From an optimization exercise on the open Yosys and OpenROAD flow, aimed at small area, a short achievable clock period and few clock cycles per item; shortcuts taken in it are not production practice.
At most, simulation tests tie the RTL to the original design; equivalence was not proved.
Power figures rest on the tool's default switching activity, not on a simulated workload.

==> flow/design.v (excerpt) <==
module func(
	input clk_i,
	input rst_i,
	input start_i,
	input [7:0] a_i,
	input [7:0] b_i,
	input change_mode,
	output [1:0] busy_o,
	output [15:0] y_o
);
Size: about 590 cells after synthesis, roughly 38 I/O pins, about 5100 um2 of cells after synthesis.
export LEC_CHECK = 0
export CAP_MARGIN = 20
export CORE_MARGIN = 2
export CORE_UTILIZATION = 40
export CTS_BUF_LIST = sky130_fd_sc_hd__clkbuf_8
export CTS_CLUSTER_DIAMETER = 100
export CTS_CLUSTER_SIZE = 30
export SETUP_SLACK_MARGIN = 1.5
export SLEW_MARGIN = 20
create_clock -name core_clock -period 5.0 [get_ports {clk_i}]
run.sh (not shown) runs the stock make flow with config.mk's settings and CLKGATE_MAP_FILE= SYNTH_SCRIPT=/design/flow/synth_recipe.tcl, a recipe that flattens the netlist after the stock synthesis.
The starting point ran to the end with no violations.
Testbench counts at the start, summed over its fixed seeds: cycles 3,200, items 1,600.
Next try:
Settings changed: CORE_UTILIZATION 40 to 65, CTS_BUF_LIST sky130_fd_sc_hd__clkbuf_8 to not set, CTS_CLUSTER_DIAMETER 100 to not set, CTS_CLUSTER_SIZE 30 to not set, PLACE_DENSITY set to 0.75.
Outcome: Fmax rose by 1.5%. Core utilization rose by 31 points. First-iteration DRC count rose by 8.0%. Sequential power rose by about 2%. Die area fell by 37%. Critical path depth does not change. Worst setup slack improves by 56 ps. Power rose by 3.4%. Global-route usage rose by 13 points.
Next try:
Settings changed: CORE_UTILIZATION 65 to 40, PLACE_DENSITY 0.75 to not set.
Routed wire length shrinks by 2.4%.
Synthesized area does not change.
Via count shrinks by 6.4%.
Cell area grows by 1.9%.
Global-route usage shrinks by 13 points.
Total power grows by 2.8%.
Sequential share of layout area shrinks by 0.36 points.

* * *

Setup of old:
Another version of the RTL of func (not shown whole).
For scale: about 560 cells after synthesis, roughly 38 I/O pins, roughly 5200 µm² of cells after synthesis.
## func
module func(
	input clk_i,
	input rst_i,
	input start_i,
	input [7:0] a_i,
	input [7:0] b_i,
	input change_mode,
	output [1:0] busy_o,
	output [15:0] y_o
);
make LEC_CHECK=0 CAP_MARGIN=20 CORE_MARGIN=2 CORE_UTILIZATION=65 PLACE_DENSITY=0.75 SETUP_SLACK_MARGIN=1.5 SLEW_MARGIN=20 SYNTH_HIERARCHICAL=1 SYNTH_MINIMUM_KEEP_SIZE=0 finish   # period 5.0 ns
#### Input delta (new over old)
==> flow/flow/run.sh (new file) <==
#!/bin/bash
# The standard layout (standard.sh), with plain buffers on the ports in
# place of ORFS's delay cells: buf_2 on the outputs (global placement's own
# buffer_ports step), buf_1 on the inputs (added by flow/inbuf.tcl at the start
# of the resize step, after global placement has removed synthesis buffers).
set -euo pipefail
here=$(pwd)
bash standard.sh \
  "BUFFER_PORTS_ARGS=-outputs -buffer_cell sky130_fd_sc_hd__buf_2" \
  "PRE_RESIZE_TCL=$here/flow/inbuf.tcl" \
  finish > "$here/standard_flow.log" 2>&1
==> flow/flow/inbuf.tcl (new file) <==
# a buffer on every input port but the clock, as ORFS's buffer_ports does
buffer_ports -inputs -buffer_cell sky130_fd_sc_hd__buf_1
==> flow/standard.sh (new file) <==
#!/bin/bash
# synth_recipe.tcl (not shown) runs the flow's synth.tcl, then flattens the netlist and writes it again
# the make line also repeats each setting of config.mk as NAME=value (left out here)
make -C /OpenROAD-flow-scripts/flow DESIGN_CONFIG=/design/flow/config.mk WORK_HOME=/design/flow/orfs CLKGATE_MAP_FILE= SYNTH_SCRIPT=/design/flow/synth_recipe.tcl "${@:-finish}"
removed: flow/run.sh
==> run summary <==
No run among new and old stopped early or left any final violation; all are clean.
Between new and old, the number of buffers inserted by hold repair at cts figures differ only marginally.
NOTE power density relative to cell area old->new increased slightly
new against old: post-route worst hold slack now sits higher, worst-case setup margin in the final layout rose by 0.035 ns.
Reported for new and old, average cell area after synthesis turned out identical to the last digit.
Compared new against old; routed length on met2 within noise.
new -> old: post-synthesis instance total flat
Function was not checked in any run of this note: the RTL went through the layout flow alone.

* * *

## JK
Another version of the RTL of func (not shown whole).
For scale: ~530 cells after synthesis, ~58 flip-flops, roughly 38 I/O pins, roughly 5300 µm² of cells after synthesis.
make LEC_CHECK=0 CAP_MARGIN=20 CORE_MARGIN=2 CORE_UTILIZATION=65 CTS_BUF_LIST=sky130_fd_sc_hd__clkbuf_16 CTS_CLUSTER_DIAMETER=500 CTS_CLUSTER_SIZE=100 PLACE_DENSITY=0.75 SETUP_SLACK_MARGIN=1.5 SLEW_MARGIN=20 SYNTH_HIERARCHICAL=1 SYNTH_MINIMUM_KEEP_SIZE=0 finish   # period 5.0 ns
Stock flow here: none of the scripts above is used.
Testbench counts of JK, summed over its fixed seeds: cycles 3,200, items 1,600.
diff inputs: JK => MS
# JK
export LEC_CHECK = 0
export CAP_MARGIN = 20
export CORE_MARGIN = 2
export CORE_UTILIZATION = 65
export CTS_BUF_LIST = sky130_fd_sc_hd__clkbuf_16
export CTS_CLUSTER_DIAMETER = 500
export CTS_CLUSTER_SIZE = 100
export PLACE_DENSITY = 0.75
export SETUP_SLACK_MARGIN = 1.5
export SLEW_MARGIN = 20
export SYNTH_HIERARCHICAL = 1
export SYNTH_MINIMUM_KEEP_SIZE = 0
create_clock -name core_clock -period 5.0 [get_ports {clk_i}]
# MS
export LEC_CHECK = 0
export CAP_MARGIN = 20
export CORE_MARGIN = 2
export CORE_UTILIZATION = 80
export PLACE_DENSITY = 0.85
export SETUP_SLACK_MARGIN = 1.5
export SLEW_MARGIN = 20
export SYNTH_HIERARCHICAL = 1
export SYNTH_MINIMUM_KEEP_SIZE = 0
create_clock -name core_clock -period 5.0 [get_ports {clk_i}]
- Setup slack: higher on JK
- Of MS and JK, the run reporting the higher core occupancy in the finished layout was MS.
- MS vs JK — highest net fanout along the worst path rose 1.
- [MS] total stage count of the critical path rose 1 relative to JK
- Against JK as the reference, MS delivers a lower fraction of area in clock buffers and inverters.
Edits applied to the flow inputs when going from MS to AL:
# MS
export LEC_CHECK = 0
export CAP_MARGIN = 20
export CORE_MARGIN = 2
export CORE_UTILIZATION = 80
export PLACE_DENSITY = 0.85
export SETUP_SLACK_MARGIN = 1.5
export SLEW_MARGIN = 20
export SYNTH_HIERARCHICAL = 1
export SYNTH_MINIMUM_KEEP_SIZE = 0
create_clock -name core_clock -period 5.0 [get_ports {clk_i}]
# AL
export LEC_CHECK = 0
export CAP_MARGIN = 20
export CORE_MARGIN = 2
export CORE_UTILIZATION = 65
export PLACE_DENSITY = 0.75
export SETUP_SLACK_MARGIN = 1.5
export SLEW_MARGIN = 20
create_clock -name core_clock -period 5.0 [get_ports {clk_i}]
[summary]
Compared with MS, AL shows a lower routed metal-1 wire length.
Looking at xor-xnor portion of the synthesized cell area, AL sits 0.42 points below MS.
Of MS and AL, the run reporting the lower part of the total power dissipated in combinational logic was AL.
What AL reported for total number of vias has to be multiplied by 1.13 to get the figure for MS.
Setup changes, AL to TR
# AL
export LEC_CHECK = 0
export CAP_MARGIN = 20
export CORE_MARGIN = 2
export CORE_UTILIZATION = 65
export PLACE_DENSITY = 0.75
export SETUP_SLACK_MARGIN = 1.5
export SLEW_MARGIN = 20
create_clock -name core_clock -period 5.0 [get_ports {clk_i}]
# TR
export LEC_CHECK = 0
export CAP_MARGIN = 20
export CORE_MARGIN = 2
export CORE_UTILIZATION = 65
export PLACE_DENSITY = 0.75
export SETUP_SLACK_MARGIN = 1.65
export SLEW_MARGIN = 20
export SYNTH_HIERARCHICAL = 1
export SYNTH_MINIMUM_KEEP_SIZE = 0
create_clock -name core_clock -period 5.0 [get_ports {clk_i}]
## What came out
TR falls short of AL in final hold slack. AL → TR: fraction of final layout cells sized beyond drive strength 1 saw an increase; via count of the first global-routing pass shrank by 73; clock share of power shrank by 1.8 points; largest fanout on the critical path increased by 2 relative to the old numbers. Going from AL to TR, sequential share of layout area rose 0.67 points; combined global-route utilization of all metal layers rose 0.23 points. Relative to AL, worst reg-to-reg path cell count decreased by 1 in TR. Taking AL as the reference, in TR post-synthesis mux area share now sits at about the same level, number of signal-net buffers in the layout decreased about 1.3%, combined flip-flop and latch cell area went up by about 0.6%.
Modified inputs, PW compared to TR
# TR
export LEC_CHECK = 0
export CAP_MARGIN = 20
export CORE_MARGIN = 2
export CORE_UTILIZATION = 65
export PLACE_DENSITY = 0.75
export SETUP_SLACK_MARGIN = 1.65
export SLEW_MARGIN = 20
export SYNTH_HIERARCHICAL = 1
export SYNTH_MINIMUM_KEEP_SIZE = 0
create_clock -name core_clock -period 5.0 [get_ports {clk_i}]
# PW
export LEC_CHECK = 0
export CAP_MARGIN = 20
export CORE_MARGIN = 2
export CORE_UTILIZATION = 65
export PLACE_DENSITY = 0.75
export SETUP_SLACK_MARGIN = 1.5
export SLEW_MARGIN = 20
export SYNTH_HIERARCHICAL = 1
export SYNTH_MINIMUM_KEEP_SIZE = 0
create_clock -name core_clock -period 5.0 [get_ports {clk_i}]
Notes after the runs:
PW: no failed stages, no open violations at the end. On fraction of cell area in non-clock buffers: PW sits below TR. When the final numbers for PW and TR were put side by side, the transition time of the tightest slew-check pin turned out to be greater in PW. Summary of PW over TR: portion of total power attributed to combinational logic went down; clock network latency to the later pin of the worst-skew pair essentially unchanged.

* * *

func, a different RTL version from the one above (not shown whole).
For scale: about 560 cells after synthesis, ~55 flip-flops, ~38 I/O pins.
==> flow/config.mk <==
export PLATFORM = sky130hd
export DESIGN_NAME = func
export DESIGN_NICKNAME = func
export VERILOG_FILES = /design/flow/design.v
export SDC_FILE = /design/flow/constraint.sdc
export NUM_CORES = 4
export LEC_CHECK = 0
export CAP_MARGIN = 20
export CORE_MARGIN = 2
export CORE_UTILIZATION = 72
export PLACE_DENSITY = 0.8
export SETUP_SLACK_MARGIN = 1.5
export SLEW_MARGIN = 20
export SYNTH_HIERARCHICAL = 1
export SYNTH_MINIMUM_KEEP_SIZE = 0
==> flow/constraint.sdc <==
create_clock -name core_clock -period 5.0 [get_ports {clk_i}]
set_input_delay 1.0000 -clock core_clock [delete_from_list [all_inputs] [get_ports {clk_i}]]
set_output_delay 1.0000 -clock core_clock [all_outputs]
set_load 0.01 [all_outputs]
standard.sh (not shown) runs the stock make flow with config.mk's settings and CLKGATE_MAP_FILE= SYNTH_SCRIPT=/design/flow/synth_recipe.tcl, a recipe that flattens the netlist after the stock synthesis.
==> flow/flow/run.sh <==
#!/bin/bash
# The standard layout (standard.sh), with plain buffers on the ports in
# place of ORFS's delay cells: buf_2 on the outputs (global placement's own
# buffer_ports step), buf_1 on the inputs (added by flow/inbuf.tcl at the start
# of the resize step, after global placement has removed synthesis buffers).
set -euo pipefail
here=$(pwd)
bash standard.sh \
  "BUFFER_PORTS_ARGS=-outputs -buffer_cell sky130_fd_sc_hd__buf_2" \
  "PRE_RESIZE_TCL=$here/flow/inbuf.tcl" \
  finish > "$here/standard_flow.log" 2>&1
==> flow/flow/inbuf.tcl <==
# a buffer on every input port but the clock, as ORFS's buffer_ports does
buffer_ports -inputs -buffer_cell sky130_fd_sc_hd__buf_1
The first run completed without violations.
Testbench counts at the start, summed over its fixed seeds: cycles 3,200, items 1,600.
Then changed:
--- a/flow/config.mk
+++ b/flow/config.mk
@@ -8,6 +8,6 @@
 export CAP_MARGIN = 20
 export CORE_MARGIN = 2
-export CORE_UTILIZATION = 72
-export PLACE_DENSITY = 0.8
+export CORE_UTILIZATION = 65
+export PLACE_DENSITY = 0.75
 export SETUP_SLACK_MARGIN = 1.5
 export SLEW_MARGIN = 20
Die area goes up by 10%.
Clock skew goes up by 0.012 ns.
Synthesized area is unchanged.
Fmax goes down by 1.2%.
Count of clock-buffer cells in the layout goes down by 2.
Worst setup slack degrades by 0.042 ns.
Via count goes up by 1.3%.
Core utilization goes down by 8.4 points.
Sequential cell count stays the same.
Synthesized cell count is unchanged.
Sequential share of layout area stays flat.
Then changed:
==> flow/run.sh (new file) <==
#!/bin/bash
# synth_recipe.tcl (not shown) runs the flow's synth.tcl, then flattens the netlist and writes it again
# the make line also repeats each setting of config.mk as NAME=value (left out here)
make -C /OpenROAD-flow-scripts/flow DESIGN_CONFIG=/design/flow/config.mk WORK_HOME=/design/flow/orfs CLKGATE_MAP_FILE= SYNTH_SCRIPT=/design/flow/synth_recipe.tcl finish
removed: flow/flow/run.sh
removed: flow/flow/inbuf.tcl
removed: flow/standard.sh
Outcome:
- The changed run finished with timing, DRC and antenna clean
- clock-buffer cell count does not change
- first-iteration DRC count shrinks by 8.5%
- via count is about the same
- total power grows by about 9%
- wire length grows by 5.6%
- core utilization grows by 4.0 points
- clock power shrinks by about 2%
Then changed:
--- a/flow/config.mk
+++ b/flow/config.mk
@@ -10,5 +10,5 @@
 export CORE_UTILIZATION = 65
 export PLACE_DENSITY = 0.75
-export SETUP_SLACK_MARGIN = 1.5
+export SETUP_SLACK_MARGIN = 1.8
 export SLEW_MARGIN = 20
 export SYNTH_HIERARCHICAL = 1
What happened: Area after synthesis is unchanged. Setup slack gains 0.14 ns. Design area goes up by 11%.
Then changed:
==> flow/flow/run.sh (new file) <==
#!/bin/bash
# The standard layout (standard.sh), with plain buffers on the ports in
# place of ORFS's delay cells: buf_2 on the outputs (global placement's own
# buffer_ports step), buf_1 on the inputs (added by flow/inbuf.tcl at the start
# of the resize step, after global placement has removed synthesis buffers).
set -euo pipefail
here=$(pwd)
bash standard.sh \
  "BUFFER_PORTS_ARGS=-outputs -buffer_cell sky130_fd_sc_hd__buf_2" \
  "PRE_RESIZE_TCL=$here/flow/inbuf.tcl" \
  finish > "$here/standard_flow.log" 2>&1
==> flow/flow/inbuf.tcl (new file) <==
# a buffer on every input port but the clock, as ORFS's buffer_ports does
buffer_ports -inputs -buffer_cell sky130_fd_sc_hd__buf_1
==> flow/standard.sh (new file) <==
#!/bin/bash
# synth_recipe.tcl (not shown) runs the flow's synth.tcl, then flattens the netlist and writes it again
# the make line also repeats each setting of config.mk as NAME=value (left out here)
make -C /OpenROAD-flow-scripts/flow DESIGN_CONFIG=/design/flow/config.mk WORK_HOME=/design/flow/orfs CLKGATE_MAP_FILE= SYNTH_SCRIPT=/design/flow/synth_recipe.tcl "${@:-finish}"
--- a/flow/config.mk
+++ b/flow/config.mk
@@ -8,7 +8,7 @@
 export CAP_MARGIN = 20
 export CORE_MARGIN = 2
-export CORE_UTILIZATION = 65
-export PLACE_DENSITY = 0.75
-export SETUP_SLACK_MARGIN = 1.8
+export CORE_UTILIZATION = 55
+export PLACE_DENSITY = 0.7
+export SETUP_SLACK_MARGIN = 1.4
 export SLEW_MARGIN = 20
 export SYNTH_HIERARCHICAL = 1
removed: flow/run.sh
What happened: Worst setup slack degrades by 0.076 ns. Routed wire length decreases by 21%. Power falls by 19%. Final area falls by 15%. Utilization drops by 22 points. Clock skew is lower by 0.0062 ns. Via count goes down by 12%. Hold slack barely changes. First-iteration DRC count went down by 46%. Flip-flop and latch count does not change. Sequential share of layout area climbs by 3.0 points.
Then changed:
==> flow/flow/run.sh (replaced) <==
#!/bin/bash
# The standard layout (standard.sh), with plain buffers on the ports in
# place of ORFS's delay cells: buf_4 on the outputs (global placement's own
# buffer_ports step), buf_1 on the inputs (added by flow/inbuf.tcl at the start
# of the resize step, after global placement has removed synthesis buffers).
set -euo pipefail
here=$(pwd)
bash standard.sh \
  "BUFFER_PORTS_ARGS=-outputs -buffer_cell sky130_fd_sc_hd__buf_4" \
  "PRE_RESIZE_TCL=$here/flow/inbuf.tcl" \
  finish > "$here/standard_flow.log" 2>&1
--- a/flow/config.mk
+++ b/flow/config.mk
@@ -8,7 +8,7 @@
 export CAP_MARGIN = 20
 export CORE_MARGIN = 2
-export CORE_UTILIZATION = 55
-export PLACE_DENSITY = 0.7
-export SETUP_SLACK_MARGIN = 1.4
+export CORE_UTILIZATION = 65
+export PLACE_DENSITY = 0.75
+export SETUP_SLACK_MARGIN = 1.5
 export SLEW_MARGIN = 20
 export SYNTH_HIERARCHICAL = 1
Effect: Wire length stays flat. Setup slack stays flat. Global-route usage came out higher by 4.4 points. Maximum frequency is about the same. Via count grows by a few percent.

-- static timing again, ports no longer ideal --
How much do the figures lean on ideal ports? The routed layouts below were timed once more, with nothing changed but the port constraints.
Step 1 (the two cells are an assumption about what drives the block):
set clk [get_ports {clk_i}]
set_driving_cell -lib_cell sky130_fd_sc_hd__clkbuf_16 $clk
set_driving_cell -lib_cell sky130_fd_sc_hd__buf_2 [delete_from_list [all_inputs] $clk]
Step 2 also shifts input and output timing later by t, the mid clock arrival at the registers, as if the neighbouring blocks saw the same clock.
Three values: no drivers, after step 1, after step 2; two values: the first two.
| run | t (ns) | slack for setup (ns) | worst hold slack (ns) | slew at the worst register clock pin (ns) | worst data-port slew with drivers (ns) |
|---|---|---|---|---|---|
| the first run of note 1 | 0.375 | 1.256 / 1.223 / 1.598 | 0.522 / 0.522 / 0.522 | 0.08 / 0.08 | 0.03 |
| the second run of note 1 | 0.371 | 1.312 / 1.275 / 1.522 | 0.499 / 0.499 / 0.499 | 0.08 / 0.08 | 0.04 |
| the third run of note 1 | 0.372 | 1.275 / 1.237 / 1.609 | 0.504 / 0.504 / 0.504 | 0.06 / 0.06 | 0.03 |
| old | 0.341 | 1.440 / 1.407 / 1.584 | 0.532 / 0.532 / 0.532 | 0.11 / 0.11 | 0.03 |
| new | 0.352 | 1.475 / 1.475 / 1.475 | 0.542 / 0.542 / 0.542 | 0.12 / 0.12 | 0.03 |
| JK | 0.361 | 1.475 / 1.437 / 1.593 | 0.479 / 0.479 / 0.479 | 0.06 / 0.06 | 0.03 |
| MS | 0.382 | 1.149 / 1.116 / 1.378 | 0.524 / 0.524 / 0.524 | 0.08 / 0.08 | 0.04 |
| AL | 0.367 | 1.388 / 1.354 / 1.577 | 0.499 / 0.499 / 0.499 | 0.08 / 0.08 | 0.04 |
| TR | 0.375 | 1.586 / 1.551 / 1.708 | 0.491 / 0.491 / 0.491 | 0.08 / 0.08 | 0.03 |
| PW | 0.367 | 1.446 / 1.413 / 1.602 | 0.481 / 0.481 / 0.481 | 0.08 / 0.08 | 0.03 |
| the first run of note 4 | 0.333 | 1.605 / 1.572 / 1.633 | 0.548 / 0.548 / 0.548 | 0.09 / 0.09 | 0.03 |
| the second run of note 4 | 0.345 | 1.563 / 1.534 / 1.688 | 0.549 / 0.549 / 0.549 | 0.11 / 0.11 | 0.03 |
| the third run of note 4 | 0.353 | 1.534 / 1.500 / 1.655 | 0.525 / 0.525 / 0.525 | 0.11 / 0.11 | 0.03 |
| the fourth run of note 4 | 0.349 | 1.677 / 1.641 / 1.717 | 0.533 / 0.533 / 0.533 | 0.11 / 0.11 | 0.04 |
| the fifth run of note 4 | 0.341 | 1.602 / 1.581 / 1.602 | 0.535 / 0.535 / 0.535 | 0.11 / 0.11 | 0.03 |
| the sixth run of note 4 | 0.340 | 1.601 / 1.569 / 1.608 | 0.540 / 0.540 / 0.540 | 0.12 / 0.12 | 0.03 |
After both steps every run listed still meets setup and hold.
